What follows belongs to an exercise in optimizing a design on an open flow for small area, a short achievable clock period and few clock cycles; a production flow would make more cautious choices.
The RTL was checked by simulation tests, not by an equivalence proof against the original design.

==> flow/design.v <==
module adder (
    input  [55:0] a,
    input  [55:0] b,
    input         ci,
    output [55:0] sum
);
    wire [56:0] t = {a, 1'b1} + {b, ci};
    assign sum = t[56:1];
endmodule
module shift (
    input  [47:0] a,
    input  [3:0]  o1,
    input  [3:0]  o2,
    input  [2:0]  o3,
    output [47:0] c
);
    wire [47:0] t1 = ({48{o1[0]}} & a)        | ({48{o1[1]}} & (a << 1)) |
                     ({48{o1[2]}} & (a << 2)) | ({48{o1[3]}} & (a << 3));
    wire [47:0] t2 = ({48{o2[0]}} & t1)        | ({48{o2[1]}} & (t1 << 4)) |
                     ({48{o2[2]}} & (t1 << 8)) | ({48{o2[3]}} & (t1 << 12));
    assign c = ({48{o3[0]}} & t2) | ({48{o3[1]}} & (t2 << 16)) | ({48{o3[2]}} & (t2 << 32));
endmodule
module mul (
    input  [47:0] x,         
    input  [11:0] bd,        
    input  [11:0] bdn,       
    input         negp,      
    input  [51:0] s,
    input  [51:0] c,
    output [51:0] s_n,       
    output [51:0] c_n,
    output [7:0]  sb,        
    output [7:0]  cb,
    output        negp_n
);
    function [49:0] brow(input [2:0] e, input [2:0] eh, input [47:0] xx);
        reg [49:0] lo, hi;
        begin
            lo = {~e[2],  ({49{e[0]}}  & {1'b0, xx} | {49{e[1]}}  & {xx, 1'b0}) ^ {49{e[2]}}};
            hi = {~eh[2], ({49{eh[0]}} & {1'b0, xx} | {49{eh[1]}} & {xx, 1'b0}) ^ {49{eh[2]}}};
            brow = {hi[49:25], lo[24:0]};
        end
    endfunction
    wire [2:0] e1 = bd[2:0];
    wire [2:0] e2 = bd[5:3];
    wire [2:0] e3 = bd[8:6];
    wire [2:0] e4 = bd[11:9];
    wire [11:0] bh = ~bdn;
    wire [49:0] r1 = brow(e1, bh[2:0], x);
    wire [49:0] r2 = brow(e2, bh[5:3], x);
    wire [49:0] r3 = brow(e3, bh[8:6], x);
    wire [49:0] r4 = brow(e4, bh[11:9], x);
    wire [51:0] a_s = s;
    wire [51:0] b_s = c;
    wire nb0 = negp;
    wire n1 = e1[2];
    wire n2 = e2[2];
    wire n3 = e3[2];
    assign negp_n = e4[2];
    wire hs0;
    wire hc0;
    wire hs1;
    wire hc1;
    wire fs2;
    wire fc2;
    wire hs3;
    wire hc3;
    wire fs4;
    wire fc4;
    wire hs5;
    wire hc5;
    wire fs6;
    wire fc6;
    wire fs7;
    wire fc7;
    wire fs8;
    wire fc8;
    wire fs9;
    wire fc9;
    wire fs10;
    wire fc10;
    wire fs11;
    wire fc11;
    wire fs12;
    wire fc12;
    wire fs13;
    wire fc13;
    wire fs14;
    wire fc14;
    wire fs15;
    wire fc15;
    wire fs16;
    wire fc16;
    wire fs17;
    wire fc17;
    wire fs18;
    wire fc18;
    wire fs19;
    wire fc19;
    wire fs20;
    wire fc20;
    wire fs21;
    wire fc21;
    wire fs22;
    wire fc22;
    wire fs23;
    wire fc23;
    wire fs24;
    wire fc24;
    wire fs25;
    wire fc25;
    wire fs26;
    wire fc26;
    wire fs27;
    wire fc27;
    wire fs28;
    wire fc28;
    wire fs29;
    wire fc29;
    wire fs30;
    wire fc30;
    wire fs31;
    wire fc31;
    wire fs32;
    wire fc32;
    wire fs33;
    wire fc33;
    wire fs34;
    wire fc34;
    wire fs35;
    wire fc35;
    wire fs36;
    wire fc36;
    wire fs37;
    wire fc37;
    wire fs38;
    wire fc38;
    wire fs39;
    wire fc39;
    wire fs40;
    wire fc40;
    wire fs41;
    wire fc41;
    wire fs42;
    wire fc42;
    wire fs43;
    wire fc43;
    wire fs44;
    wire fc44;
    wire fs45;
    wire fc45;
    wire fs46;
    wire fc46;
    wire fs47;
    wire fc47;
    wire fs48;
    wire fc48;
    wire fs49;
    wire fc49;
    wire fs50;
    wire fc50;
    wire fs51;
    wire fc51;
    wire fs52;
    wire fc52;
    wire fs53;
    wire fc53;
    wire fs54;
    wire fc54;
    wire fs55;
    wire fc55;
    wire fs56;
    wire fc56;
    wire fs57;
    wire fc57;
    wire fs58;
    wire fc58;
    wire fs59;
    wire fc59;
    wire fs60;
    wire fc60;
    wire fs61;
    wire fc61;
    wire fs62;
    wire fc62;
    wire fs63;
    wire fc63;
    wire fs64;
    wire fc64;
    wire fs65;
    wire fc65;
    wire fs66;
    wire fc66;
    wire fs67;
    wire fc67;
    wire fs68;
    wire fc68;
    wire fs69;
    wire fc69;
    wire fs70;
    wire fc70;
    wire fs71;
    wire fc71;
    wire fs72;
    wire fc72;
    wire fs73;
    wire fc73;
    wire fs74;
    wire fc74;
    wire fs75;
    wire fc75;
    wire fs76;
    wire fc76;
    wire fs77;
    wire fc77;
    wire fs78;
    wire fc78;
    wire fs79;
    wire fc79;
    wire fs80;
    wire fc80;
    wire fs81;
    wire fc81;
    wire fs82;
    wire fc82;
    wire fs83;
    wire fc83;
    wire fs84;
    wire fc84;
    wire fs85;
    wire fc85;
    wire fs86;
    wire fc86;
    wire fs87;
    wire fc87;
    wire fs88;
    wire fc88;
    wire fs89;
    wire fc89;
    wire fs90;
    wire fc90;
    wire fs91;
    wire fc91;
    wire fs92;
    wire fc92;
    wire fs93;
    wire fc93;
    wire fs94;
    wire fc94;
    wire hs95;
    wire hc95;
    wire hs96;
    wire hc96;
    wire fs97;
    wire fc97;
    wire fs98;
    wire fc98;
    wire fs99;
    wire fc99;
    wire fs100;
    wire fc100;
    wire fs101;
    wire fc101;
    wire fs102;
    wire fc102;
    wire fs103;
    wire fc103;
    wire fs104;
    wire fc104;
    wire fs105;
    wire fc105;
    wire fs106;
    wire fc106;
    wire fs107;
    wire fc107;
    wire fs108;
    wire fc108;
    wire fs109;
    wire fc109;
    wire fs110;
    wire fc110;
    wire fs111;
    wire fc111;
    wire fs112;
    wire fc112;
    wire fs113;
    wire fc113;
    wire fs114;
    wire fc114;
    wire fs115;
    wire fc115;
    wire fs116;
    wire fc116;
    wire fs117;
    wire fc117;
    wire fs118;
    wire fc118;
    wire fs119;
    wire fc119;
    wire fs120;
    wire fc120;
    wire fs121;
    wire fc121;
    wire fs122;
    wire fc122;
    wire fs123;
    wire fc123;
    wire fs124;
    wire fc124;
    wire fs125;
    wire fc125;
    wire fs126;
    wire fc126;
    wire fs127;
    wire fc127;
    wire fs128;
    wire fc128;
    wire fs129;
    wire fc129;
    wire fs130;
    wire fc130;
    wire fs131;
    wire fc131;
    wire fs132;
    wire fc132;
    wire fs133;
    wire fc133;
    wire fs134;
    wire fc134;
    wire fs135;
    wire fc135;
    wire fs136;
    wire fc136;
    wire fs137;
    wire fc137;
    wire fs138;
    wire fc138;
    wire fs139;
    wire fc139;
    wire fs140;
    wire fc140;
    wire fs141;
    wire fc141;
    wire fs142;
    wire fc142;
    wire fs143;
    wire fc143;
    wire fs144;
    wire fc144;
    wire fs145;
    wire fc145;
    wire fs146;
    wire fc146;
    wire hs147;
    wire hc147;
    wire hs148;
    wire hc148;
    wire hs149;
    wire hc149;
    wire fs150;
    wire fc150;
    wire fs151;
    wire fc151;
    wire fs152;
    wire fc152;
    wire fs153;
    wire fc153;
    wire fs154;
    wire fc154;
    wire fs155;
    wire fc155;
    wire fs156;
    wire fc156;
    wire fs157;
    wire fc157;
    wire fs158;
    wire fc158;
    wire fs159;
    wire fc159;
    wire fs160;
    wire fc160;
    wire fs161;
    wire fc161;
    wire fs162;
    wire fc162;
    wire fs163;
    wire fc163;
    wire fs164;
    wire fc164;
    wire fs165;
    wire fc165;
    wire fs166;
    wire fc166;
    wire fs167;
    wire fc167;
    wire fs168;
    wire fc168;
    wire fs169;
    wire fc169;
    wire fs170;
    wire fc170;
    wire fs171;
    wire fc171;
    wire fs172;
    wire fc172;
    wire fs173;
    wire fc173;
    wire fs174;
    wire fc174;
    wire fs175;
    wire fc175;
    wire fs176;
    wire fc176;
    wire fs177;
    wire fc177;
    wire fs178;
    wire fc178;
    wire fs179;
    wire fc179;
    wire fs180;
    wire fc180;
    wire fs181;
    wire fc181;
    wire fs182;
    wire fc182;
    wire fs183;
    wire fc183;
    wire fs184;
    wire fc184;
    wire fs185;
    wire fc185;
    wire fs186;
    wire fc186;
    wire fs187;
    wire fc187;
    wire fs188;
    wire fc188;
    wire fs189;
    wire fc189;
    wire fs190;
    wire fc190;
    wire fs191;
    wire fc191;
    wire fs192;
    wire fc192;
    wire fs193;
    wire fc193;
    wire fs194;
    wire fc194;
    wire fs195;
    wire fc195;
    wire fs196;
    wire fc196;
    wire fs197;
    wire fc197;
    wire fs198;
    wire fc198;
    wire fs199;
    wire fc199;
    wire fs200;
    wire fc200;
    wire fs201;
    wire fc201;
    wire fs202;
    wire fc202;
    wire fs203;
    wire fc203;
    wire hs204;
    wire hc204;
    assign hs0 = a_s[4] ^ b_s[4];
    assign hc0 = a_s[4] & b_s[4];
    assign hs1 = a_s[5] ^ b_s[5];
    assign hc1 = a_s[5] & b_s[5];
    assign fs2 = a_s[6] ^ b_s[6] ^ n3;
    assign fc2 = (a_s[6] & b_s[6]) | (a_s[6] & n3) | (b_s[6] & n3);
    assign hs3 = r1[4] ^ r2[2];
    assign hc3 = r1[4] & r2[2];
    assign fs4 = a_s[7] ^ b_s[7] ^ r1[5];
    assign fc4 = (a_s[7] & b_s[7]) | (a_s[7] & r1[5]) | (b_s[7] & r1[5]);
    assign hs5 = r2[3] ^ r3[1];
    assign hc5 = r2[3] & r3[1];
    assign fs6 = a_s[8] ^ b_s[8] ^ r1[6];
    assign fc6 = (a_s[8] & b_s[8]) | (a_s[8] & r1[6]) | (b_s[8] & r1[6]);
    assign fs7 = r2[4] ^ r3[2] ^ r4[0];
    assign fc7 = (r2[4] & r3[2]) | (r2[4] & r4[0]) | (r3[2] & r4[0]);
    assign fs8 = a_s[9] ^ b_s[9] ^ r1[7];
    assign fc8 = (a_s[9] & b_s[9]) | (a_s[9] & r1[7]) | (b_s[9] & r1[7]);
    assign fs9 = r2[5] ^ r3[3] ^ r4[1];
    assign fc9 = (r2[5] & r3[3]) | (r2[5] & r4[1]) | (r3[3] & r4[1]);
    assign fs10 = a_s[10] ^ b_s[10] ^ r1[8];
    assign fc10 = (a_s[10] & b_s[10]) | (a_s[10] & r1[8]) | (b_s[10] & r1[8]);
    assign fs11 = r2[6] ^ r3[4] ^ r4[2];
    assign fc11 = (r2[6] & r3[4]) | (r2[6] & r4[2]) | (r3[4] & r4[2]);
    assign fs12 = a_s[11] ^ b_s[11] ^ r1[9];
    assign fc12 = (a_s[11] & b_s[11]) | (a_s[11] & r1[9]) | (b_s[11] & r1[9]);
    assign fs13 = r2[7] ^ r3[5] ^ r4[3];
    assign fc13 = (r2[7] & r3[5]) | (r2[7] & r4[3]) | (r3[5] & r4[3]);
    assign fs14 = a_s[12] ^ b_s[12] ^ r1[10];
    assign fc14 = (a_s[12] & b_s[12]) | (a_s[12] & r1[10]) | (b_s[12] & r1[10]);
    assign fs15 = r2[8] ^ r3[6] ^ r4[4];
    assign fc15 = (r2[8] & r3[6]) | (r2[8] & r4[4]) | (r3[6] & r4[4]);
    assign fs16 = a_s[13] ^ b_s[13] ^ r1[11];
    assign fc16 = (a_s[13] & b_s[13]) | (a_s[13] & r1[11]) | (b_s[13] & r1[11]);
    assign fs17 = r2[9] ^ r3[7] ^ r4[5];
    assign fc17 = (r2[9] & r3[7]) | (r2[9] & r4[5]) | (r3[7] & r4[5]);
    assign fs18 = a_s[14] ^ b_s[14] ^ r1[12];
    assign fc18 = (a_s[14] & b_s[14]) | (a_s[14] & r1[12]) | (b_s[14] & r1[12]);
    assign fs19 = r2[10] ^ r3[8] ^ r4[6];
    assign fc19 = (r2[10] & r3[8]) | (r2[10] & r4[6]) | (r3[8] & r4[6]);
    assign fs20 = a_s[15] ^ b_s[15] ^ r1[13];
    assign fc20 = (a_s[15] & b_s[15]) | (a_s[15] & r1[13]) | (b_s[15] & r1[13]);
    assign fs21 = r2[11] ^ r3[9] ^ r4[7];
    assign fc21 = (r2[11] & r3[9]) | (r2[11] & r4[7]) | (r3[9] & r4[7]);
    assign fs22 = a_s[16] ^ b_s[16] ^ r1[14];
    assign fc22 = (a_s[16] & b_s[16]) | (a_s[16] & r1[14]) | (b_s[16] & r1[14]);
    assign fs23 = r2[12] ^ r3[10] ^ r4[8];
    assign fc23 = (r2[12] & r3[10]) | (r2[12] & r4[8]) | (r3[10] & r4[8]);
    assign fs24 = a_s[17] ^ b_s[17] ^ r1[15];
    assign fc24 = (a_s[17] & b_s[17]) | (a_s[17] & r1[15]) | (b_s[17] & r1[15]);
    assign fs25 = r2[13] ^ r3[11] ^ r4[9];
    assign fc25 = (r2[13] & r3[11]) | (r2[13] & r4[9]) | (r3[11] & r4[9]);
    assign fs26 = a_s[18] ^ b_s[18] ^ r1[16];
    assign fc26 = (a_s[18] & b_s[18]) | (a_s[18] & r1[16]) | (b_s[18] & r1[16]);
    assign fs27 = r2[14] ^ r3[12] ^ r4[10];
    assign fc27 = (r2[14] & r3[12]) | (r2[14] & r4[10]) | (r3[12] & r4[10]);
    assign fs28 = a_s[19] ^ b_s[19] ^ r1[17];
    assign fc28 = (a_s[19] & b_s[19]) | (a_s[19] & r1[17]) | (b_s[19] & r1[17]);
    assign fs29 = r2[15] ^ r3[13] ^ r4[11];
    assign fc29 = (r2[15] & r3[13]) | (r2[15] & r4[11]) | (r3[13] & r4[11]);
    assign fs30 = a_s[20] ^ b_s[20] ^ r1[18];
    assign fc30 = (a_s[20] & b_s[20]) | (a_s[20] & r1[18]) | (b_s[20] & r1[18]);
    assign fs31 = r2[16] ^ r3[14] ^ r4[12];
    assign fc31 = (r2[16] & r3[14]) | (r2[16] & r4[12]) | (r3[14] & r4[12]);
    assign fs32 = a_s[21] ^ b_s[21] ^ r1[19];
    assign fc32 = (a_s[21] & b_s[21]) | (a_s[21] & r1[19]) | (b_s[21] & r1[19]);
    assign fs33 = r2[17] ^ r3[15] ^ r4[13];
    assign fc33 = (r2[17] & r3[15]) | (r2[17] & r4[13]) | (r3[15] & r4[13]);
    assign fs34 = a_s[22] ^ b_s[22] ^ r1[20];
    assign fc34 = (a_s[22] & b_s[22]) | (a_s[22] & r1[20]) | (b_s[22] & r1[20]);
    assign fs35 = r2[18] ^ r3[16] ^ r4[14];
    assign fc35 = (r2[18] & r3[16]) | (r2[18] & r4[14]) | (r3[16] & r4[14]);
    assign fs36 = a_s[23] ^ b_s[23] ^ r1[21];
    assign fc36 = (a_s[23] & b_s[23]) | (a_s[23] & r1[21]) | (b_s[23] & r1[21]);
    assign fs37 = r2[19] ^ r3[17] ^ r4[15];
    assign fc37 = (r2[19] & r3[17]) | (r2[19] & r4[15]) | (r3[17] & r4[15]);
    assign fs38 = a_s[24] ^ b_s[24] ^ r1[22];
    assign fc38 = (a_s[24] & b_s[24]) | (a_s[24] & r1[22]) | (b_s[24] & r1[22]);
    assign fs39 = r2[20] ^ r3[18] ^ r4[16];
    assign fc39 = (r2[20] & r3[18]) | (r2[20] & r4[16]) | (r3[18] & r4[16]);
    assign fs40 = a_s[25] ^ b_s[25] ^ r1[23];
    assign fc40 = (a_s[25] & b_s[25]) | (a_s[25] & r1[23]) | (b_s[25] & r1[23]);
    assign fs41 = r2[21] ^ r3[19] ^ r4[17];
    assign fc41 = (r2[21] & r3[19]) | (r2[21] & r4[17]) | (r3[19] & r4[17]);
    assign fs42 = a_s[26] ^ b_s[26] ^ r1[24];
    assign fc42 = (a_s[26] & b_s[26]) | (a_s[26] & r1[24]) | (b_s[26] & r1[24]);
    assign fs43 = r2[22] ^ r3[20] ^ r4[18];
    assign fc43 = (r2[22] & r3[20]) | (r2[22] & r4[18]) | (r3[20] & r4[18]);
    assign fs44 = a_s[27] ^ b_s[27] ^ r1[25];
    assign fc44 = (a_s[27] & b_s[27]) | (a_s[27] & r1[25]) | (b_s[27] & r1[25]);
    assign fs45 = r2[23] ^ r3[21] ^ r4[19];
    assign fc45 = (r2[23] & r3[21]) | (r2[23] & r4[19]) | (r3[21] & r4[19]);
    assign fs46 = a_s[28] ^ b_s[28] ^ r1[26];
    assign fc46 = (a_s[28] & b_s[28]) | (a_s[28] & r1[26]) | (b_s[28] & r1[26]);
    assign fs47 = r2[24] ^ r3[22] ^ r4[20];
    assign fc47 = (r2[24] & r3[22]) | (r2[24] & r4[20]) | (r3[22] & r4[20]);
    assign fs48 = a_s[29] ^ b_s[29] ^ r1[27];
    assign fc48 = (a_s[29] & b_s[29]) | (a_s[29] & r1[27]) | (b_s[29] & r1[27]);
    assign fs49 = r2[25] ^ r3[23] ^ r4[21];
    assign fc49 = (r2[25] & r3[23]) | (r2[25] & r4[21]) | (r3[23] & r4[21]);
    assign fs50 = a_s[30] ^ b_s[30] ^ r1[28];
    assign fc50 = (a_s[30] & b_s[30]) | (a_s[30] & r1[28]) | (b_s[30] & r1[28]);
    assign fs51 = r2[26] ^ r3[24] ^ r4[22];
    assign fc51 = (r2[26] & r3[24]) | (r2[26] & r4[22]) | (r3[24] & r4[22]);
    assign fs52 = a_s[31] ^ b_s[31] ^ r1[29];
    assign fc52 = (a_s[31] & b_s[31]) | (a_s[31] & r1[29]) | (b_s[31] & r1[29]);
    assign fs53 = r2[27] ^ r3[25] ^ r4[23];
    assign fc53 = (r2[27] & r3[25]) | (r2[27] & r4[23]) | (r3[25] & r4[23]);
    assign fs54 = a_s[32] ^ b_s[32] ^ r1[30];
    assign fc54 = (a_s[32] & b_s[32]) | (a_s[32] & r1[30]) | (b_s[32] & r1[30]);
    assign fs55 = r2[28] ^ r3[26] ^ r4[24];
    assign fc55 = (r2[28] & r3[26]) | (r2[28] & r4[24]) | (r3[26] & r4[24]);
    assign fs56 = a_s[33] ^ b_s[33] ^ r1[31];
    assign fc56 = (a_s[33] & b_s[33]) | (a_s[33] & r1[31]) | (b_s[33] & r1[31]);
    assign fs57 = r2[29] ^ r3[27] ^ r4[25];
    assign fc57 = (r2[29] & r3[27]) | (r2[29] & r4[25]) | (r3[27] & r4[25]);
    assign fs58 = a_s[34] ^ b_s[34] ^ r1[32];
    assign fc58 = (a_s[34] & b_s[34]) | (a_s[34] & r1[32]) | (b_s[34] & r1[32]);
    assign fs59 = r2[30] ^ r3[28] ^ r4[26];
    assign fc59 = (r2[30] & r3[28]) | (r2[30] & r4[26]) | (r3[28] & r4[26]);
    assign fs60 = a_s[35] ^ b_s[35] ^ r1[33];
    assign fc60 = (a_s[35] & b_s[35]) | (a_s[35] & r1[33]) | (b_s[35] & r1[33]);
    assign fs61 = r2[31] ^ r3[29] ^ r4[27];
    assign fc61 = (r2[31] & r3[29]) | (r2[31] & r4[27]) | (r3[29] & r4[27]);
    assign fs62 = a_s[36] ^ b_s[36] ^ r1[34];
    assign fc62 = (a_s[36] & b_s[36]) | (a_s[36] & r1[34]) | (b_s[36] & r1[34]);
    assign fs63 = r2[32] ^ r3[30] ^ r4[28];
    assign fc63 = (r2[32] & r3[30]) | (r2[32] & r4[28]) | (r3[30] & r4[28]);
    assign fs64 = a_s[37] ^ b_s[37] ^ r1[35];
    assign fc64 = (a_s[37] & b_s[37]) | (a_s[37] & r1[35]) | (b_s[37] & r1[35]);
    assign fs65 = r2[33] ^ r3[31] ^ r4[29];
    assign fc65 = (r2[33] & r3[31]) | (r2[33] & r4[29]) | (r3[31] & r4[29]);
    assign fs66 = a_s[38] ^ b_s[38] ^ r1[36];
    assign fc66 = (a_s[38] & b_s[38]) | (a_s[38] & r1[36]) | (b_s[38] & r1[36]);
    assign fs67 = r2[34] ^ r3[32] ^ r4[30];
    assign fc67 = (r2[34] & r3[32]) | (r2[34] & r4[30]) | (r3[32] & r4[30]);
    assign fs68 = a_s[39] ^ b_s[39] ^ r1[37];
    assign fc68 = (a_s[39] & b_s[39]) | (a_s[39] & r1[37]) | (b_s[39] & r1[37]);
    assign fs69 = r2[35] ^ r3[33] ^ r4[31];
    assign fc69 = (r2[35] & r3[33]) | (r2[35] & r4[31]) | (r3[33] & r4[31]);
    assign fs70 = a_s[40] ^ b_s[40] ^ r1[38];
    assign fc70 = (a_s[40] & b_s[40]) | (a_s[40] & r1[38]) | (b_s[40] & r1[38]);
    assign fs71 = r2[36] ^ r3[34] ^ r4[32];
    assign fc71 = (r2[36] & r3[34]) | (r2[36] & r4[32]) | (r3[34] & r4[32]);
    assign fs72 = a_s[41] ^ b_s[41] ^ r1[39];
    assign fc72 = (a_s[41] & b_s[41]) | (a_s[41] & r1[39]) | (b_s[41] & r1[39]);
    assign fs73 = r2[37] ^ r3[35] ^ r4[33];
    assign fc73 = (r2[37] & r3[35]) | (r2[37] & r4[33]) | (r3[35] & r4[33]);
    assign fs74 = a_s[42] ^ b_s[42] ^ r1[40];
    assign fc74 = (a_s[42] & b_s[42]) | (a_s[42] & r1[40]) | (b_s[42] & r1[40]);
    assign fs75 = r2[38] ^ r3[36] ^ r4[34];
    assign fc75 = (r2[38] & r3[36]) | (r2[38] & r4[34]) | (r3[36] & r4[34]);
    assign fs76 = a_s[43] ^ b_s[43] ^ r1[41];
    assign fc76 = (a_s[43] & b_s[43]) | (a_s[43] & r1[41]) | (b_s[43] & r1[41]);
    assign fs77 = r2[39] ^ r3[37] ^ r4[35];
    assign fc77 = (r2[39] & r3[37]) | (r2[39] & r4[35]) | (r3[37] & r4[35]);
    assign fs78 = a_s[44] ^ b_s[44] ^ r1[42];
    assign fc78 = (a_s[44] & b_s[44]) | (a_s[44] & r1[42]) | (b_s[44] & r1[42]);
    assign fs79 = r2[40] ^ r3[38] ^ r4[36];
    assign fc79 = (r2[40] & r3[38]) | (r2[40] & r4[36]) | (r3[38] & r4[36]);
    assign fs80 = a_s[45] ^ b_s[45] ^ r1[43];
    assign fc80 = (a_s[45] & b_s[45]) | (a_s[45] & r1[43]) | (b_s[45] & r1[43]);
    assign fs81 = r2[41] ^ r3[39] ^ r4[37];
    assign fc81 = (r2[41] & r3[39]) | (r2[41] & r4[37]) | (r3[39] & r4[37]);
    assign fs82 = a_s[46] ^ b_s[46] ^ r1[44];
    assign fc82 = (a_s[46] & b_s[46]) | (a_s[46] & r1[44]) | (b_s[46] & r1[44]);
    assign fs83 = r2[42] ^ r3[40] ^ r4[38];
    assign fc83 = (r2[42] & r3[40]) | (r2[42] & r4[38]) | (r3[40] & r4[38]);
    assign fs84 = a_s[47] ^ b_s[47] ^ r1[45];
    assign fc84 = (a_s[47] & b_s[47]) | (a_s[47] & r1[45]) | (b_s[47] & r1[45]);
    assign fs85 = r2[43] ^ r3[41] ^ r4[39];
    assign fc85 = (r2[43] & r3[41]) | (r2[43] & r4[39]) | (r3[41] & r4[39]);
    assign fs86 = a_s[48] ^ b_s[48] ^ r1[46];
    assign fc86 = (a_s[48] & b_s[48]) | (a_s[48] & r1[46]) | (b_s[48] & r1[46]);
    assign fs87 = r2[44] ^ r3[42] ^ r4[40];
    assign fc87 = (r2[44] & r3[42]) | (r2[44] & r4[40]) | (r3[42] & r4[40]);
    assign fs88 = a_s[49] ^ b_s[49] ^ r1[47];
    assign fc88 = (a_s[49] & b_s[49]) | (a_s[49] & r1[47]) | (b_s[49] & r1[47]);
    assign fs89 = r2[45] ^ r3[43] ^ r4[41];
    assign fc89 = (r2[45] & r3[43]) | (r2[45] & r4[41]) | (r3[43] & r4[41]);
    assign fs90 = a_s[50] ^ b_s[50] ^ r1[48];
    assign fc90 = (a_s[50] & b_s[50]) | (a_s[50] & r1[48]) | (b_s[50] & r1[48]);
    assign fs91 = r2[46] ^ r3[44] ^ r4[42];
    assign fc91 = (r2[46] & r3[44]) | (r2[46] & r4[42]) | (r3[44] & r4[42]);
    assign fs92 = a_s[51] ^ b_s[51] ^ r1[49];
    assign fc92 = (a_s[51] & b_s[51]) | (a_s[51] & r1[49]) | (b_s[51] & r1[49]);
    assign fs93 = r2[47] ^ r3[45] ^ r4[43];
    assign fc93 = (r2[47] & r3[45]) | (r2[47] & r4[43]) | (r3[45] & r4[43]);
    assign fs94 = 1'b1 ^ r2[48] ^ r3[46];
    assign fc94 = (1'b1 & r2[48]) | (1'b1 & r3[46]) | (r2[48] & r3[46]);
    assign hs95 = a_s[2] ^ b_s[2];
    assign hc95 = a_s[2] & b_s[2];
    assign hs96 = a_s[3] ^ b_s[3];
    assign hc96 = a_s[3] & b_s[3];
    assign fs97 = n2 ^ hs0 ^ r1[2];
    assign fc97 = (n2 & hs0) | (n2 & r1[2]) | (hs0 & r1[2]);
    assign fs98 = hc0 ^ hs1 ^ r1[3];
    assign fc98 = (hc0 & hs1) | (hc0 & r1[3]) | (hs1 & r1[3]);
    assign fs99 = hc1 ^ r3[0] ^ fs2;
    assign fc99 = (hc1 & r3[0]) | (hc1 & fs2) | (r3[0] & fs2);
    assign fs100 = fc2 ^ hc3 ^ hs5;
    assign fc100 = (fc2 & hc3) | (fc2 & hs5) | (hc3 & hs5);
    assign fs101 = hc5 ^ fc4 ^ fs6;
    assign fc101 = (hc5 & fc4) | (hc5 & fs6) | (fc4 & fs6);
    assign fs102 = fc6 ^ fc7 ^ fs8;
    assign fc102 = (fc6 & fc7) | (fc6 & fs8) | (fc7 & fs8);
    assign fs103 = fc8 ^ fc9 ^ fs10;
    assign fc103 = (fc8 & fc9) | (fc8 & fs10) | (fc9 & fs10);
    assign fs104 = fc10 ^ fc11 ^ fs12;
    assign fc104 = (fc10 & fc11) | (fc10 & fs12) | (fc11 & fs12);
    assign fs105 = fc12 ^ fc13 ^ fs14;
    assign fc105 = (fc12 & fc13) | (fc12 & fs14) | (fc13 & fs14);
    assign fs106 = fc14 ^ fc15 ^ fs16;
    assign fc106 = (fc14 & fc15) | (fc14 & fs16) | (fc15 & fs16);
    assign fs107 = fc16 ^ fc17 ^ fs18;
    assign fc107 = (fc16 & fc17) | (fc16 & fs18) | (fc17 & fs18);
    assign fs108 = fc18 ^ fc19 ^ fs20;
    assign fc108 = (fc18 & fc19) | (fc18 & fs20) | (fc19 & fs20);
    assign fs109 = fc20 ^ fc21 ^ fs22;
    assign fc109 = (fc20 & fc21) | (fc20 & fs22) | (fc21 & fs22);
    assign fs110 = fc22 ^ fc23 ^ fs24;
    assign fc110 = (fc22 & fc23) | (fc22 & fs24) | (fc23 & fs24);
    assign fs111 = fc24 ^ fc25 ^ fs26;
    assign fc111 = (fc24 & fc25) | (fc24 & fs26) | (fc25 & fs26);
    assign fs112 = fc26 ^ fc27 ^ fs28;
    assign fc112 = (fc26 & fc27) | (fc26 & fs28) | (fc27 & fs28);
    assign fs113 = fc28 ^ fc29 ^ fs30;
    assign fc113 = (fc28 & fc29) | (fc28 & fs30) | (fc29 & fs30);
    assign fs114 = fc30 ^ fc31 ^ fs32;
    assign fc114 = (fc30 & fc31) | (fc30 & fs32) | (fc31 & fs32);
    assign fs115 = fc32 ^ fc33 ^ fs34;
    assign fc115 = (fc32 & fc33) | (fc32 & fs34) | (fc33 & fs34);
    assign fs116 = fc34 ^ fc35 ^ fs36;
    assign fc116 = (fc34 & fc35) | (fc34 & fs36) | (fc35 & fs36);
    assign fs117 = fc36 ^ fc37 ^ fs38;
    assign fc117 = (fc36 & fc37) | (fc36 & fs38) | (fc37 & fs38);
    assign fs118 = fc38 ^ fc39 ^ fs40;
    assign fc118 = (fc38 & fc39) | (fc38 & fs40) | (fc39 & fs40);
    assign fs119 = fc40 ^ fc41 ^ fs42;
    assign fc119 = (fc40 & fc41) | (fc40 & fs42) | (fc41 & fs42);
    assign fs120 = fc42 ^ fc43 ^ fs44;
    assign fc120 = (fc42 & fc43) | (fc42 & fs44) | (fc43 & fs44);
    assign fs121 = fc44 ^ fc45 ^ fs46;
    assign fc121 = (fc44 & fc45) | (fc44 & fs46) | (fc45 & fs46);
    assign fs122 = fc46 ^ fc47 ^ fs48;
    assign fc122 = (fc46 & fc47) | (fc46 & fs48) | (fc47 & fs48);
    assign fs123 = fc48 ^ fc49 ^ fs50;
    assign fc123 = (fc48 & fc49) | (fc48 & fs50) | (fc49 & fs50);
    assign fs124 = fc50 ^ fc51 ^ fs52;
    assign fc124 = (fc50 & fc51) | (fc50 & fs52) | (fc51 & fs52);
    assign fs125 = fc52 ^ fc53 ^ fs54;
    assign fc125 = (fc52 & fc53) | (fc52 & fs54) | (fc53 & fs54);
    assign fs126 = fc54 ^ fc55 ^ fs56;
    assign fc126 = (fc54 & fc55) | (fc54 & fs56) | (fc55 & fs56);
    assign fs127 = fc56 ^ fc57 ^ fs58;
    assign fc127 = (fc56 & fc57) | (fc56 & fs58) | (fc57 & fs58);
    assign fs128 = fc58 ^ fc59 ^ fs60;
    assign fc128 = (fc58 & fc59) | (fc58 & fs60) | (fc59 & fs60);
    assign fs129 = fc60 ^ fc61 ^ fs62;
    assign fc129 = (fc60 & fc61) | (fc60 & fs62) | (fc61 & fs62);
    assign fs130 = fc62 ^ fc63 ^ fs64;
    assign fc130 = (fc62 & fc63) | (fc62 & fs64) | (fc63 & fs64);
    assign fs131 = fc64 ^ fc65 ^ fs66;
    assign fc131 = (fc64 & fc65) | (fc64 & fs66) | (fc65 & fs66);
    assign fs132 = fc66 ^ fc67 ^ fs68;
    assign fc132 = (fc66 & fc67) | (fc66 & fs68) | (fc67 & fs68);
    assign fs133 = fc68 ^ fc69 ^ fs70;
    assign fc133 = (fc68 & fc69) | (fc68 & fs70) | (fc69 & fs70);
    assign fs134 = fc70 ^ fc71 ^ fs72;
    assign fc134 = (fc70 & fc71) | (fc70 & fs72) | (fc71 & fs72);
    assign fs135 = fc72 ^ fc73 ^ fs74;
    assign fc135 = (fc72 & fc73) | (fc72 & fs74) | (fc73 & fs74);
    assign fs136 = fc74 ^ fc75 ^ fs76;
    assign fc136 = (fc74 & fc75) | (fc74 & fs76) | (fc75 & fs76);
    assign fs137 = fc76 ^ fc77 ^ fs78;
    assign fc137 = (fc76 & fc77) | (fc76 & fs78) | (fc77 & fs78);
    assign fs138 = fc78 ^ fc79 ^ fs80;
    assign fc138 = (fc78 & fc79) | (fc78 & fs80) | (fc79 & fs80);
    assign fs139 = fc80 ^ fc81 ^ fs82;
    assign fc139 = (fc80 & fc81) | (fc80 & fs82) | (fc81 & fs82);
    assign fs140 = fc82 ^ fc83 ^ fs84;
    assign fc140 = (fc82 & fc83) | (fc82 & fs84) | (fc83 & fs84);
    assign fs141 = fc84 ^ fc85 ^ fs86;
    assign fc141 = (fc84 & fc85) | (fc84 & fs86) | (fc85 & fs86);
    assign fs142 = fc86 ^ fc87 ^ fs88;
    assign fc142 = (fc86 & fc87) | (fc86 & fs88) | (fc87 & fs88);
    assign fs143 = fc88 ^ fc89 ^ fs90;
    assign fc143 = (fc88 & fc89) | (fc88 & fs90) | (fc89 & fs90);
    assign fs144 = fc90 ^ fc91 ^ fs92;
    assign fc144 = (fc90 & fc91) | (fc90 & fs92) | (fc91 & fs92);
    assign fs145 = r4[44] ^ fc92 ^ fc93;
    assign fc145 = (r4[44] & fc92) | (r4[44] & fc93) | (fc92 & fc93);
    assign fs146 = r2[49] ^ r3[47] ^ r4[45];
    assign fc146 = (r2[49] & r3[47]) | (r2[49] & r4[45]) | (r3[47] & r4[45]);
    assign hs147 = 1'b1 ^ r3[48];
    assign hc147 = 1'b1 & r3[48];
    assign hs148 = a_s[0] ^ b_s[0];
    assign hc148 = a_s[0] & b_s[0];
    assign hs149 = a_s[1] ^ b_s[1];
    assign hc149 = a_s[1] & b_s[1];
    assign fs150 = n1 ^ hs95 ^ r1[0];
    assign fc150 = (n1 & hs95) | (n1 & r1[0]) | (hs95 & r1[0]);
    assign fs151 = hc95 ^ hs96 ^ r1[1];
    assign fc151 = (hc95 & hs96) | (hc95 & r1[1]) | (hs96 & r1[1]);
    assign fs152 = hc96 ^ r2[0] ^ fs97;
    assign fc152 = (hc96 & r2[0]) | (hc96 & fs97) | (r2[0] & fs97);
    assign fs153 = r2[1] ^ fc97 ^ fs98;
    assign fc153 = (r2[1] & fc97) | (r2[1] & fs98) | (fc97 & fs98);
    assign fs154 = hs3 ^ fc98 ^ fs99;
    assign fc154 = (hs3 & fc98) | (hs3 & fs99) | (fc98 & fs99);
    assign fs155 = fs4 ^ fc99 ^ fs100;
    assign fc155 = (fs4 & fc99) | (fs4 & fs100) | (fc99 & fs100);
    assign fs156 = fs7 ^ fc100 ^ fs101;
    assign fc156 = (fs7 & fc100) | (fs7 & fs101) | (fc100 & fs101);
    assign fs157 = fs9 ^ fc101 ^ fs102;
    assign fc157 = (fs9 & fc101) | (fs9 & fs102) | (fc101 & fs102);
    assign fs158 = fs11 ^ fc102 ^ fs103;
    assign fc158 = (fs11 & fc102) | (fs11 & fs103) | (fc102 & fs103);
    assign fs159 = fs13 ^ fc103 ^ fs104;
    assign fc159 = (fs13 & fc103) | (fs13 & fs104) | (fc103 & fs104);
    assign fs160 = fs15 ^ fc104 ^ fs105;
    assign fc160 = (fs15 & fc104) | (fs15 & fs105) | (fc104 & fs105);
    assign fs161 = fs17 ^ fc105 ^ fs106;
    assign fc161 = (fs17 & fc105) | (fs17 & fs106) | (fc105 & fs106);
    assign fs162 = fs19 ^ fc106 ^ fs107;
    assign fc162 = (fs19 & fc106) | (fs19 & fs107) | (fc106 & fs107);
    assign fs163 = fs21 ^ fc107 ^ fs108;
    assign fc163 = (fs21 & fc107) | (fs21 & fs108) | (fc107 & fs108);
    assign fs164 = fs23 ^ fc108 ^ fs109;
    assign fc164 = (fs23 & fc108) | (fs23 & fs109) | (fc108 & fs109);
    assign fs165 = fs25 ^ fc109 ^ fs110;
    assign fc165 = (fs25 & fc109) | (fs25 & fs110) | (fc109 & fs110);
    assign fs166 = fs27 ^ fc110 ^ fs111;
    assign fc166 = (fs27 & fc110) | (fs27 & fs111) | (fc110 & fs111);
    assign fs167 = fs29 ^ fc111 ^ fs112;
    assign fc167 = (fs29 & fc111) | (fs29 & fs112) | (fc111 & fs112);
    assign fs168 = fs31 ^ fc112 ^ fs113;
    assign fc168 = (fs31 & fc112) | (fs31 & fs113) | (fc112 & fs113);
    assign fs169 = fs33 ^ fc113 ^ fs114;
    assign fc169 = (fs33 & fc113) | (fs33 & fs114) | (fc113 & fs114);
    assign fs170 = fs35 ^ fc114 ^ fs115;
    assign fc170 = (fs35 & fc114) | (fs35 & fs115) | (fc114 & fs115);
    assign fs171 = fs37 ^ fc115 ^ fs116;
    assign fc171 = (fs37 & fc115) | (fs37 & fs116) | (fc115 & fs116);
    assign fs172 = fs39 ^ fc116 ^ fs117;
    assign fc172 = (fs39 & fc116) | (fs39 & fs117) | (fc116 & fs117);
    assign fs173 = fs41 ^ fc117 ^ fs118;
    assign fc173 = (fs41 & fc117) | (fs41 & fs118) | (fc117 & fs118);
    assign fs174 = fs43 ^ fc118 ^ fs119;
    assign fc174 = (fs43 & fc118) | (fs43 & fs119) | (fc118 & fs119);
    assign fs175 = fs45 ^ fc119 ^ fs120;
    assign fc175 = (fs45 & fc119) | (fs45 & fs120) | (fc119 & fs120);
    assign fs176 = fs47 ^ fc120 ^ fs121;
    assign fc176 = (fs47 & fc120) | (fs47 & fs121) | (fc120 & fs121);
    assign fs177 = fs49 ^ fc121 ^ fs122;
    assign fc177 = (fs49 & fc121) | (fs49 & fs122) | (fc121 & fs122);
    assign fs178 = fs51 ^ fc122 ^ fs123;
    assign fc178 = (fs51 & fc122) | (fs51 & fs123) | (fc122 & fs123);
    assign fs179 = fs53 ^ fc123 ^ fs124;
    assign fc179 = (fs53 & fc123) | (fs53 & fs124) | (fc123 & fs124);
    assign fs180 = fs55 ^ fc124 ^ fs125;
    assign fc180 = (fs55 & fc124) | (fs55 & fs125) | (fc124 & fs125);
    assign fs181 = fs57 ^ fc125 ^ fs126;
    assign fc181 = (fs57 & fc125) | (fs57 & fs126) | (fc125 & fs126);
    assign fs182 = fs59 ^ fc126 ^ fs127;
    assign fc182 = (fs59 & fc126) | (fs59 & fs127) | (fc126 & fs127);
    assign fs183 = fs61 ^ fc127 ^ fs128;
    assign fc183 = (fs61 & fc127) | (fs61 & fs128) | (fc127 & fs128);
    assign fs184 = fs63 ^ fc128 ^ fs129;
    assign fc184 = (fs63 & fc128) | (fs63 & fs129) | (fc128 & fs129);
    assign fs185 = fs65 ^ fc129 ^ fs130;
    assign fc185 = (fs65 & fc129) | (fs65 & fs130) | (fc129 & fs130);
    assign fs186 = fs67 ^ fc130 ^ fs131;
    assign fc186 = (fs67 & fc130) | (fs67 & fs131) | (fc130 & fs131);
    assign fs187 = fs69 ^ fc131 ^ fs132;
    assign fc187 = (fs69 & fc131) | (fs69 & fs132) | (fc131 & fs132);
    assign fs188 = fs71 ^ fc132 ^ fs133;
    assign fc188 = (fs71 & fc132) | (fs71 & fs133) | (fc132 & fs133);
    assign fs189 = fs73 ^ fc133 ^ fs134;
    assign fc189 = (fs73 & fc133) | (fs73 & fs134) | (fc133 & fs134);
    assign fs190 = fs75 ^ fc134 ^ fs135;
    assign fc190 = (fs75 & fc134) | (fs75 & fs135) | (fc134 & fs135);
    assign fs191 = fs77 ^ fc135 ^ fs136;
    assign fc191 = (fs77 & fc135) | (fs77 & fs136) | (fc135 & fs136);
    assign fs192 = fs79 ^ fc136 ^ fs137;
    assign fc192 = (fs79 & fc136) | (fs79 & fs137) | (fc136 & fs137);
    assign fs193 = fs81 ^ fc137 ^ fs138;
    assign fc193 = (fs81 & fc137) | (fs81 & fs138) | (fc137 & fs138);
    assign fs194 = fs83 ^ fc138 ^ fs139;
    assign fc194 = (fs83 & fc138) | (fs83 & fs139) | (fc138 & fs139);
    assign fs195 = fs85 ^ fc139 ^ fs140;
    assign fc195 = (fs85 & fc139) | (fs85 & fs140) | (fc139 & fs140);
    assign fs196 = fs87 ^ fc140 ^ fs141;
    assign fc196 = (fs87 & fc140) | (fs87 & fs141) | (fc140 & fs141);
    assign fs197 = fs89 ^ fc141 ^ fs142;
    assign fc197 = (fs89 & fc141) | (fs89 & fs142) | (fc141 & fs142);
    assign fs198 = fs91 ^ fc142 ^ fs143;
    assign fc198 = (fs91 & fc142) | (fs91 & fs143) | (fc142 & fs143);
    assign fs199 = fs93 ^ fc143 ^ fs144;
    assign fc199 = (fs93 & fc143) | (fs93 & fs144) | (fc143 & fs144);
    assign fs200 = fs94 ^ fc144 ^ fs145;
    assign fc200 = (fs94 & fc144) | (fs94 & fs145) | (fc144 & fs145);
    assign fs201 = fc94 ^ fs146 ^ fc145;
    assign fc201 = (fc94 & fs146) | (fc94 & fc145) | (fs146 & fc145);
    assign fs202 = r4[46] ^ hs147 ^ fc146;
    assign fc202 = (r4[46] & hs147) | (r4[46] & fc146) | (hs147 & fc146);
    assign fs203 = r3[49] ^ r4[47] ^ hc147;
    assign fc203 = (r3[49] & r4[47]) | (r3[49] & hc147) | (r4[47] & hc147);
    assign hs204 = 1'b1 ^ r4[48];
    assign hc204 = 1'b1 & r4[48];
    wire [59:0] so = {1'b0, 1'b1, r4[49], hs204, fs203, fs202, fc200, fc199, fc198, fc197, fc196, fc195, fc194, fc193, fc192, fc191, fc190, fc189, fc188, fc187, fc186, fc185, fc184, fc183, fc182, fc181, fc180, fc179, fc178, fc177, fc176, fc175, fc174, fc173, fc172, fc171, fc170, fc169, fc168, fc167, fc166, fc165, fc164, fc163, fc162, fc161, fc160, fc159, fc158, fc157, fc156, fc155, fc154, fc153, fc152, fc151, fc150, hc149, hc148, nb0};
    wire [59:0] co = {1'b0, 1'b0, hc204, fc203, fc202, fc201, fs201, fs200, fs199, fs198, fs197, fs196, fs195, fs194, fs193, fs192, fs191, fs190, fs189, fs188, fs187, fs186, fs185, fs184, fs183, fs182, fs181, fs180, fs179, fs178, fs177, fs176, fs175, fs174, fs173, fs172, fs171, fs170, fs169, fs168, fs167, fs166, fs165, fs164, fs163, fs162, fs161, fs160, fs159, fs158, fs157, fs156, fs155, fs154, fs153, fs152, fs151, fs150, hs149, hs148};
    assign s_n = so[59:8];
    assign c_n = co[59:8];
    assign sb = so[7:0];
    assign cb = co[7:0];
endmodule
module calc_ops (
    input           clk,
    input           rst,
    input  [47:0]   add_a,
    input           add_empty,
    output          add_rden,
    output [47:0]   add_c,
    output          add_wren,
    input  [47:0]   shl_a,
    input           shl_empty,
    output          shl_rden,
    output [47:0]   shl_c,
    output          shl_wren,
    input  [47:0]   mul_a,
    input           mul_empty,
    output          mul_rden,
    output [47:0]   mul_c,
    output          mul_wren
);
reg        st_idle, st_capx, st_capy, st_exec, st_iter, st_hi, st_lo;
reg  [2:0] cur;          
reg  [2:0] last;         
reg  [2:0] pend;         
reg  [2:0] rden;
reg  [2:0] wren;
reg  [2:0] it;           
wire [2:0] empty = {mul_empty, shl_empty, add_empty};
wire [2:0] popx = rden & ~empty & ~({3{st_capx}} & cur);
wire [2:0] req  = pend | popx;
wire [2:0] g_after0 = req[1] ? 3'b010 : req[2] ? 3'b100 : req[0] ? 3'b001 : 3'b000;
wire [2:0] g_after1 = req[2] ? 3'b100 : req[0] ? 3'b001 : req[1] ? 3'b010 : 3'b000;
wire [2:0] g_after2 = req[0] ? 3'b001 : req[1] ? 3'b010 : req[2] ? 3'b100 : 3'b000;
wire [2:0] gsel = last[0] ? g_after0 : last[1] ? g_after1 : g_after2;
wire [2:0] grant = st_idle ? gsel : 3'b000;
wire       go = |grant;
wire       it_last = (it == 3'd5);
always @(posedge clk) begin
    if (rst) begin
        st_idle <= 1'b1;
        st_capx <= 1'b0;
        st_capy <= 1'b0;
        st_exec <= 1'b0;
        st_iter <= 1'b0;
        st_hi   <= 1'b0;
        st_lo   <= 1'b0;
        cur     <= 3'b000;
        last    <= 3'b100;
        pend    <= 3'b000;
        rden    <= 3'b111;
        wren    <= 3'b000;
        it      <= 3'd0;
    end else begin
        st_idle <= (st_idle & ~go) | st_exec | st_lo;
        st_capx <= go;
        st_capy <= st_capx;
        st_exec <= st_capy & ~cur[2];
        st_iter <= (st_capy & cur[2]) | (st_iter & ~it_last);
        st_hi   <= st_iter & it_last;
        st_lo   <= st_hi;
        it      <= st_iter ? it + 3'd1 : 3'd0;
        if (go) begin
            cur  <= grant;
            last <= grant;
        end
        pend <= (pend | popx) & ~grant;
        rden <= ~((pend | popx) & ~grant);
        wren <= cur & {3{st_exec | st_hi | st_lo}};
    end
end
assign add_rden = rden[0];
assign shl_rden = rden[1];
assign mul_rden = rden[2];
assign add_wren = wren[0];
assign shl_wren = wren[1];
assign mul_wren = wren[2];
wire [47:0] a_sel = ({48{cur[0]}} & add_a) | ({48{cur[1]}} & shl_a) | ({48{cur[2]}} & mul_a);
reg  [47:0] x;           
reg  [47:0] y;           
reg  [51:0] s, c;        
reg  [7:0]  sb, cb;      
reg         cy;          
reg         negp;
reg  [11:0] bd;          
reg  [11:0] bdn;         
reg         it0;         
reg  [3:0]  sh_o1;       
reg  [3:0]  sh_o2;       
reg  [2:0]  sh_o3;       
reg         sel_lo;      
reg         sel_sum;     
reg  [47:0] acc;         
function [2:0] benc(input y2, input y1, input y0);
    benc = {y2 & ~(y1 & y0),
            (y2 & ~y1 & ~y0) | (~y2 & y1 & y0),
            y1 ^ y0};
endfunction
function [11:0] bdig(input [9:0] v);
    bdig = {benc(v[9], v[8], v[7]), benc(v[7], v[6], v[5]), benc(v[5], v[4], v[3]),
            benc(v[3], v[2], v[1])};
endfunction
wire [51:0] s_n, c_n;
wire [7:0]  sb_n, cb_n;
wire        negp_n;
mul u_mul (
    .x      (x),
    .bd     (bd),
    .bdn    (bdn),
    .negp   (negp),
    .s      (s),
    .c      (c),
    .s_n    (s_n),
    .c_n    (c_n),
    .sb     (sb_n),
    .cb     (cb_n),
    .negp_n (negp_n)
);
wire [55:0] sum;
adder u_adder (
    .a   ({s[47:0], sb}),
    .b   ({c[47:0], cb}),
    .ci  (cy),
    .sum (sum)
);
wire [9:0] lo_t = {1'b0, sb, 1'b1} + {1'b0, cb, cy};
wire [8:0] lo_byte = lo_t[9:1];    
wire [47:0] shl_res;
shift u_shift (
    .a  (x),
    .o1 (sh_o1),
    .o2 (sh_o2),
    .o3 (sh_o3),
    .c  (shl_res)
);
wire shl_big = (|a_sel[47:6]) | (a_sel[5] & a_sel[4]);    
wire shl_go  = st_capy & cur[1] & ~shl_big;
always @(posedge clk) begin
    if (st_capx)
        x <= a_sel;
    if (st_capy) begin
        y  <= a_sel;
        bd <= bdig(a_sel[9:0]);
        bdn <= ~bdig(a_sel[9:0]);
        s  <= cur[2] ? {4'd0, x & {48{a_sel[0]}}} : {4'd0, a_sel};
        c  <= cur[2] ? {~a_sel[1], a_sel[1], a_sel[1], ~x & {48{a_sel[1]}}, a_sel[1]}
                     : {4'd0, x};
        negp <= a_sel[1];
        sb <= 8'd0;
        cb <= 8'd0;
        cy <= 1'b0;
    end else begin
        y  <= {it0 ? 8'd0 : lo_byte[7:0], y[47:8]};
        bd <= bdig(y[17:8]);
        bdn <= ~bdig(y[17:8]);
        s  <= s_n;
        c  <= c_n;
        sb <= sb_n;
        cb <= cb_n;
        cy <= it0 ? 1'b0 : lo_byte[8];
        negp <= negp_n;
    end
    it0    <= st_capy;
    sh_o1 <= {a_sel[1:0] == 2'd3, a_sel[1:0] == 2'd2, a_sel[1:0] == 2'd1, a_sel[1:0] == 2'd0};
    sh_o2 <= {a_sel[3:2] == 2'd3, a_sel[3:2] == 2'd2, a_sel[3:2] == 2'd1, a_sel[3:2] == 2'd0};
    sh_o3 <= {3{shl_go}} & {a_sel[5:4] == 2'd2, a_sel[5:4] == 2'd1, a_sel[5:4] == 2'd0};
    sel_lo  <= st_hi;
    sel_sum <= ~(st_capy & cur[1]) & ~st_hi;
    acc <= ({48{sel_lo}} & y) | shl_res | ({48{sel_sum}} & sum[55:8]);
end
assign add_c = acc;
assign shl_c = acc;
assign mul_c = acc;
endmodule
==> flow/flow/run.sh <==
#!/bin/bash
# Own layout flow: the standard ORFS flow, with the port buffers made of
# sky130_fd_sc_hd__buf_1, a clock tree of fewer, larger leaf clusters and
# timing repair aimed below the clock period (the SDC and the clock period
# are unchanged).  make's full output goes to flow_make.log; ORFS keeps each
# step's log under orfs/logs.
set -euo pipefail
MARGIN=${MARGIN:-8.0}
bash standard.sh \
  "BUFFER_PORTS_ARGS=-buffer_cell sky130_fd_sc_hd__buf_1" \
  "CTS_ARGS=-sink_clustering_enable -repair_clock_nets -sink_clustering_size 20 -sink_clustering_max_diameter 80 -buf_list sky130_fd_sc_hd__clkbuf_16 -dont_use_dummy_load" \
  "SETUP_SLACK_MARGIN=$MARGIN" \
  finish > flow_make.log 2>&1
==> flow/standard.sh <==
#!/bin/bash
# synth_recipe.tcl (not shown) runs the flow's synth.tcl, then flattens the netlist and writes it again
# the make line also repeats each setting of config.mk as NAME=value (left out here)
make -C /OpenROAD-flow-scripts/flow DESIGN_CONFIG=/design/flow/config.mk WORK_HOME=/design/flow/orfs CLKGATE_MAP_FILE= SYNTH_SCRIPT=/design/flow/synth_recipe.tcl "${@:-finish}"
==> flow/config.mk <==
export PLATFORM = sky130hd
export DESIGN_NAME = calc_ops
export DESIGN_NICKNAME = calc_ops
export VERILOG_FILES = /design/flow/design.v
export SDC_FILE = /design/flow/constraint.sdc
export NUM_CORES = 4
export LEC_CHECK = 0
export CAP_MARGIN = 20
export CORE_MARGIN = 2
export CORE_UTILIZATION = 60
export SLEW_MARGIN = 20
export TNS_END_PERCENT = 0
==> flow/constraint.sdc <==
create_clock -name core_clock -period 11.0 [get_ports {clk}]
set_input_delay 2.2000 -clock core_clock [delete_from_list [all_inputs] [get_ports {clk}]]
set_output_delay 2.2000 -clock core_clock [all_outputs]
set_load 0.01 [all_outputs]
==> run summary, run 1 <==
CP cell instances=buf_1, a22oi_1, nand2_1, nor4_1, nand4_1, nor3_1; Die Y=212 um; root buf cell=clkbuf_16; register area share after synthesis=27.0%; Residual DRC=0; Fin. Hold Viols=0; average wire per cell in the routed design=28.8 um; Boundary Pins=299; Congestion Overflow GR=0; Worst EP required=11.51 ns; final hold slack=0.420 ns; fraction of layout cells with a size suffix above 1=13.5%; Yosys top cell area share=21.4%; slowest stage delay, CP=0.47 ns; CP Max Fanout=4; hold_buf cts=0; # setup viols final=0; fin crit share=29.9%; EDFF count, synth=48; CP max stage cell=nor4_1; top cells by area, synth=dfxtp_1 21%, fa_1 15%, a22oi_1 8.1%; overall global routing resource usage=45.4%; Rows=76; die area=44,800 um^2; initial drt markers=4,292; Syn-to-layout area delta=8.58%; CTS buffer count=25; post-synth top area cell=dfxtp_1; Final Skew=0.0449 ns; RSZ-0062 raised after global routing=yes; CP Launch Type=input pin; synth warn=2; remaining antenna violation count=0; max_slew headroom=27.0%; Max Root-Sink Buffers=3; Post-Syn Instances=2,972; Fill cells=3,596; input/output buffers=298; drt first pass iters=14; CTS Sinks=325; Final min period=3.29 ns; Hold Crit Class=flop to flop; CTS tree=done; Synth Flop Type=dfxtp_1; Die Span X=212 um; clock latency on the worst-skew pair=0.60 ns; setup TNS=0 ns; Starting Density=60.4%; Synth cell types=79; pre-CTS WS=6.50 ns; Worst Tran Pin Value=1.10 ns; average cell area after synthesis=8.70 um^2; Synth Net Count=3,384; clock-pin transition on the worst setup and hold timing paths=0.08 ns; Post-Route WL=104,000 um; status=finished clean; Post-Syn Area=25,900 um^2; number of synthesized register bits=325; Setup CP Type=input pin to flop; total core area=42,800 um^2; number of global-route vias before repair=23,800; asr flop ratio synth=0%; initial antenna violation count=4; Setup WS post-layout=7.71 ns; first-pass GRT wire length=151,000 um; hpwl dp=75,300 um; max frequency=0.304 GHz; vias per inst=7.09; GP Congestion=1.03; maxcap violations=0; largest net degree at the start of global routing=123; crit path DAT=3.79 ns; Critical Path Sink Type=flop; CTS H-tree depth=1; routed via count=25,700; Final Net Count=3,487; Slew Limit Fails=0
[registers in the layout (all words and copies together), names as in the netlist, 3 cells and up]
signal  cells
sh_o1       4
cb          8
acc        48
cur         3
y          48
wren        3
sh_o3       3
s          51
bdn        12
x          48
rden        3
sb          8
it          3
sh_o2       4
bd         12
c          52
pend        3
[synth_stat cells (4+ instances only)]
cell / count
a211oi_1: 11
a21boi_0: 4
a21o_1: 27
a21oi_1: 211
a221oi_1: 4
a222oi_1: 74
a22o_1: 12
a22oi_1: 280
a31o_2: 4
a31oi_1: 81
and2_1: 18
and3_1: 9
buf_1: 38
buf_2: 11
buf_4: 96
clkbuf_1: 210
clkinv_1: 23
dfxtp_1: 277
edfxtp_1: 48
fa_1: 192
ha_1: 71
inv_1: 107
mux2_2: 4
mux2i_1: 25
nand2_1: 187
nand2b_1: 8
nand3_1: 21
nand4_1: 29
nor2_1: 295
nor2b_1: 20
nor3_1: 25
nor3b_1: 6
nor4_1: 8
o2111ai_1: 5
o211ai_1: 13
o21a_1: 13
o21ai_0: 84
o21bai_1: 10
o22ai_1: 98
o311ai_0: 4
or3_1: 16
or4_1: 4
xnor2_1: 218
xor2_1: 21
[cells by family after synthesis]
logic type | count (synthesis) | share of synthesized area [%]
AO/OA/AOI/OAI | 973 | 25.8
XOR/XNOR | 239 | 8.09
adder cells (fa/ha/maj) | 264 | 18.3
buffers and inverters | 486 | 8.50
flip-flops | 325 | 27.0
multiplexers | 29 | 1.14
AND/OR/NAND/NOR | 656 | 11.1
[critical path, delay by kind of cell]
| family | cells | cell delay [ns] |
|---|---|---|
| and+or+nand+nor | 4 | 1.33 |
| AOI/OAI and AO/OA | 1 | 0.18 |
| buffers and inverters | 1 | 0.08 |
[final cells by class]
| type | count | area [um^2] | area share (%) |
|---|---|---|---|
| multi-input combinational | 2161 | 16700 | 59.6 |
| inverter | 131 | 546 | 1.94 |
| tap | 546 | 683 | 2.43 |
| antenna | 4 | 10.0 | 0.0356 |
| timing repair buffer | 430 | 2400 | 8.55 |
| sequential | 325 | 7080 | 25.2 |
| clock buffer | 25 | 626 | 2.23 |
| timing repair inverter | 1 | 5.00 | 0.0178 |
[metrics by stage]
step                      cell area (um^2)  std cells  utilization, %
after floorplan                      25900       2972               -
after global placement               26300       3506            61.5
after detailed placement             26300       3506            61.5
after CTS                            27500       3579            64.3
after global routing                 28100       3619            65.6
final                                28100       3623            65.6
[worst paths after layout]
check / start / end / slack [ns] / cells after the start
hold reg to reg: st_hi / sel_lo / 0.42 / 0
hold / removal: st_hi / sel_lo / 0.42 / 0
setup / recovery: mul_a[47] / sh_o3[0] / 7.71 / 6
setup reg to reg: s[20] / acc[35] / 7.72 / 9
[layout by cell type (no fill, tap or decap), types with 81 or more instances in the layout]
master	n
nor2_1	295
a22oi_1	279
xnor2_1	218
dfxtp_1	216
a21oi_1	209
fa_1	192
nand2_1	187
buf_1	154
buf_4	129
inv_1	106
o22ai_1	98
a31oi_1	81
[routing by layer]
metal,global-route usage (%),wire [um],part of all wire [%]
met1,58.0,36800,35
met2,65.9,43100,41
met3,23.4,19700,19
met4,15.7,4720,4.5
met5,0,10,0.0096
[timing repair]
action | 4_1_cts | 5_1_grt
pin swaps | 28 | 8
resized for setup | 116 | 135
cloned | 1 | 1
setup buffers | 47 | 39
setup endpoints to repair | 292 | 307
Testbench counts, summed over its fixed seeds: cycles 13,821.
==> run 2: changes to the inputs <==
--- a/flow/design.v
+++ b/flow/design.v
@@ -1011,7 +1011,7 @@
 wire [8:0] lo_byte = lo_t[9:1];    
 wire [47:0] shl_res;
 shift u_shift (
-    .a  (x),
+    .a  (c[47:0]),
     .o1 (sh_o1),
     .o2 (sh_o2),
     .o3 (sh_o3),
==> run 2 against run 1 <==
Effect of this change: worst setup slack worse by 0.012 ns; flip-flop and latch count stayed put; worst hold slack worse by 0.021 ns; maximum frequency is 0.36% lower; design area is 1.0% lower; critical path depth stayed put; cell count is 1.7% lower; global-route usage is 2.1 points lower; critical path type unchanged; largest cell class unchanged; highest routed layer unchanged.
==> run summary, run 2 <==
die area=44,300 um^2; CP Launch Type=input pin; CTS Sinks=325; EDFF count, synth=48; top cells by area, synth=dfxtp_1 22%, fa_1 15%, a22oi_1 8.0%; average wire per cell in the routed design=27.6 um; cell area after layout=27,800 um^2; first-pass GRT wire length=144,000 um; dpl cells=3,460; WHS Path Cells=0; max frequency=0.303 GHz; overall global routing resource usage=43.3%; synth warn=2; drt first pass iters=10; Max Root-Sink Buffers=3; footprint of the multi-input gates=16,700 um^2; most frequent cells in the layout=296 x nor2_1, 273 x a22oi_1, 227 x xnor2_1; Synth Flop Type=dfxtp_1; GP Congestion=0.994; fin crit share=30.0%; count leader, synth=nor2_1; Worst Tran Pin Value=1.07 ns; Synth cell types=70; Synth Net Count=3,355; number of global-route vias before repair=23,200; Post-Route Utilization=66.1%; routed via count=24,800; Residual DRC=0; asr flop ratio synth=0%; post-synth top area cell=dfxtp_1; setup TNS=0 ns; largest net degree at the start of global routing=201; Critical Path Sink Type=flop; Met3 Routed Length=16,400 um; number of synthesized register bits=325; Post-Synth XOR/XNOR Area=8.42%; Rows=75; Die Span X=211 um; register area share after synthesis=27.3%; clock latency on the worst-skew pair=0.58 ns; Largest regs=c (52), s (51); Syn-to-layout area delta=8.55%; Final Net Count=3,432; total core area=42,000 um^2; Synth Area in Adders=18.5%; depth of the most critical reg-to-reg path=12; Yosys top cell area share=21.7%; FF-to-FF setup slack=7.77 ns; max_slew headroom=28.4%; Hold Crit Class=flop to flop; Placed Area=26,000 um^2; Boundary Pins=299; Biggest register=c; Synth Area in Compound Gates=25.6%; Worst EP required=11.50 ns; # setup viols final=0; crit path DAT=3.80 ns; Post-Route WL=98,400 um; average cell area after synthesis=8.70 um^2; max layer used=met5; clock-pin transition on the worst setup and hold timing paths=0.08 ns; root buf cell=clkbuf_16; remaining antenna violation count=0; initial antenna violation count=7; Post-Syn Instances=2,943; Die Y=211 um; Setup CP Type=input pin to flop; most common cell after layout, fill and taps aside=nor2_1; CTS buffer count=24; top cells by count, synth=297 x nor2_1, 277 x dfxtp_1, 273 x a22oi_1; CP Max Fanout=4; largest family of logic cells by synthesized area=compound AO/OA/AOI/OAI gates; met1 wire length=35,400 um; CTS tree=done; Congestion Overflow GR=0; status=finished clean; max reg flops=52; Final min period=3.30 ns; vias per inst=6.96; Post-Syn Area=25,600 um^2; RSZ-0062 raised after global routing=yes; initial drt markers=4,223; Starting Density=60.9%; Fill cells=3,475; Slew Limit Fails=0; Fin. Hold Viols=0; non-filler cells, final=3,561; input/output buffers=298; met2 wire length=42,300 um; fraction of layout cells with a size suffix above 1=12.1%; Post-Synth Simple-Gate Area=10.5%; hpwl dp=70,900 um; CTS H-tree depth=1; Final Skew=0.0558 ns; maxcap violations=0; mux share of post-synthesis cell area=1.08%; register area=7090 um^2
==> run 2: repair_timing <==
item | CTS | global route
pin swaps | 36 | 21
gates cloned | 2 | 0
setup endpoints to repair | 312 | 306
hold buffers | 0 | 0
resized for setup | 188 | 51
setup buffers | 47 | 24
==> run 2: area by class of cell <==
| type | count | area share (%) |
|---|---|---|
| Tap cell | 539 | 2.43 |
| Sequential cell | 325 | 25.5 |
| Clock buffer | 24 | 2.16 |
| Multi-Input combinational cell | 2130 | 60.2 |
| Timing Repair Buffer | 408 | 7.84 |
| Inverter | 131 | 1.81 |
| Antenna cell | 4 | 0.0360 |
==> run 2: per-stage QoR <==
step	worst slack, ns	hold slack (ns)
after detailed placement	6.57	0.390
after floorplan	7.34	0.329
after CTS	7.75	0.406
after global routing	7.66	0.415
after global placement	6.59	0.381
final	7.70	0.400
==> run 2: cells by family (layout without fill, tap and decap cells) <==
| family | Yosys count | count (layout) |
|---|---|---|
| other | 0 | 4 |
| AO/OA/AOI/OAI | 964 | 964 |
| multiplexers | 27 | 27 |
| buffers and inverters | 488 | 563 |
| AND/OR/NAND/NOR | 629 | 629 |
| XOR/XNOR | 246 | 246 |
| flip-flops | 325 | 325 |
| adder cells (fa/ha/maj) | 264 | 264 |
==> run 2: path summary, 6_finish.rpt <==
check,start,end
worst min-delay path,st_hi,sel_lo
worst max-delay path,mul_a[37],sh_o3[0]
worst max register to register,s[12],acc[39]
worst min register to register,st_hi,sel_lo
==> run 2: layer usage <==
| layer | GRT usage (%) | vias up |
|---|---|---|
| met3 | 18.4 | 297 |
| met2 | 64.9 | 2054 |
| met4 | 15.2 | 6 |
| met1 | 56.2 | 11900 |
| li1 | - | 10600 |
| met5 | 0 | - |
==> run 2: worst max-delay path, cell delays in order <==
cell	delay, ns
buf_1	0.07
a222oi_1	0.72
nand2_1	0.11
nor4_1	0.30
nand4_1	0.20
nor3_1	0.19
Testbench counts of run 2, summed over its fixed seeds: cycles 13,821.

## what the ideal ports hide
In the flow no input, the clock included, has a driving cell. The finished layouts below were timed again as built, in two steps. Step 1 (the two cells are an assumption about what drives the block):
set clk [get_ports {clk}]
set_driving_cell -lib_cell sky130_fd_sc_hd__clkbuf_16 $clk
set_driving_cell -lib_cell sky130_fd_sc_hd__buf_2 [delete_from_list [all_inputs] $clk]
Step 2 times the ports against the registers' clock, not the clock port: input delays grow and output delays shrink by t, the midpoint of the rising clock arrivals with the driver on. Slacks: ideal / step 1 / step 2; pairs: ideal / step 1.
| run | t, ns | setup slack, ns | hold WS [ns] | latest minus earliest clock arrival (ns) | pins driven straight from the clock port |
|---|---|---|---|---|---|
| run 1 | 0.639 | 7.714 / 7.657 / 7.111 | 0.420 / 0.420 / 0.420 | 0.049 / 0.048 | 1 |
| run 2 | 0.615 | 7.702 / 7.701 / 7.125 | 0.400 / 0.400 / 0.400 | 0.056 / 0.056 | 1 |
After both steps setup and hold are still met in every run listed. The setup slack of run 1, which loses most, moves by -0.057 ns with the drivers and by -0.603 ns with both steps.
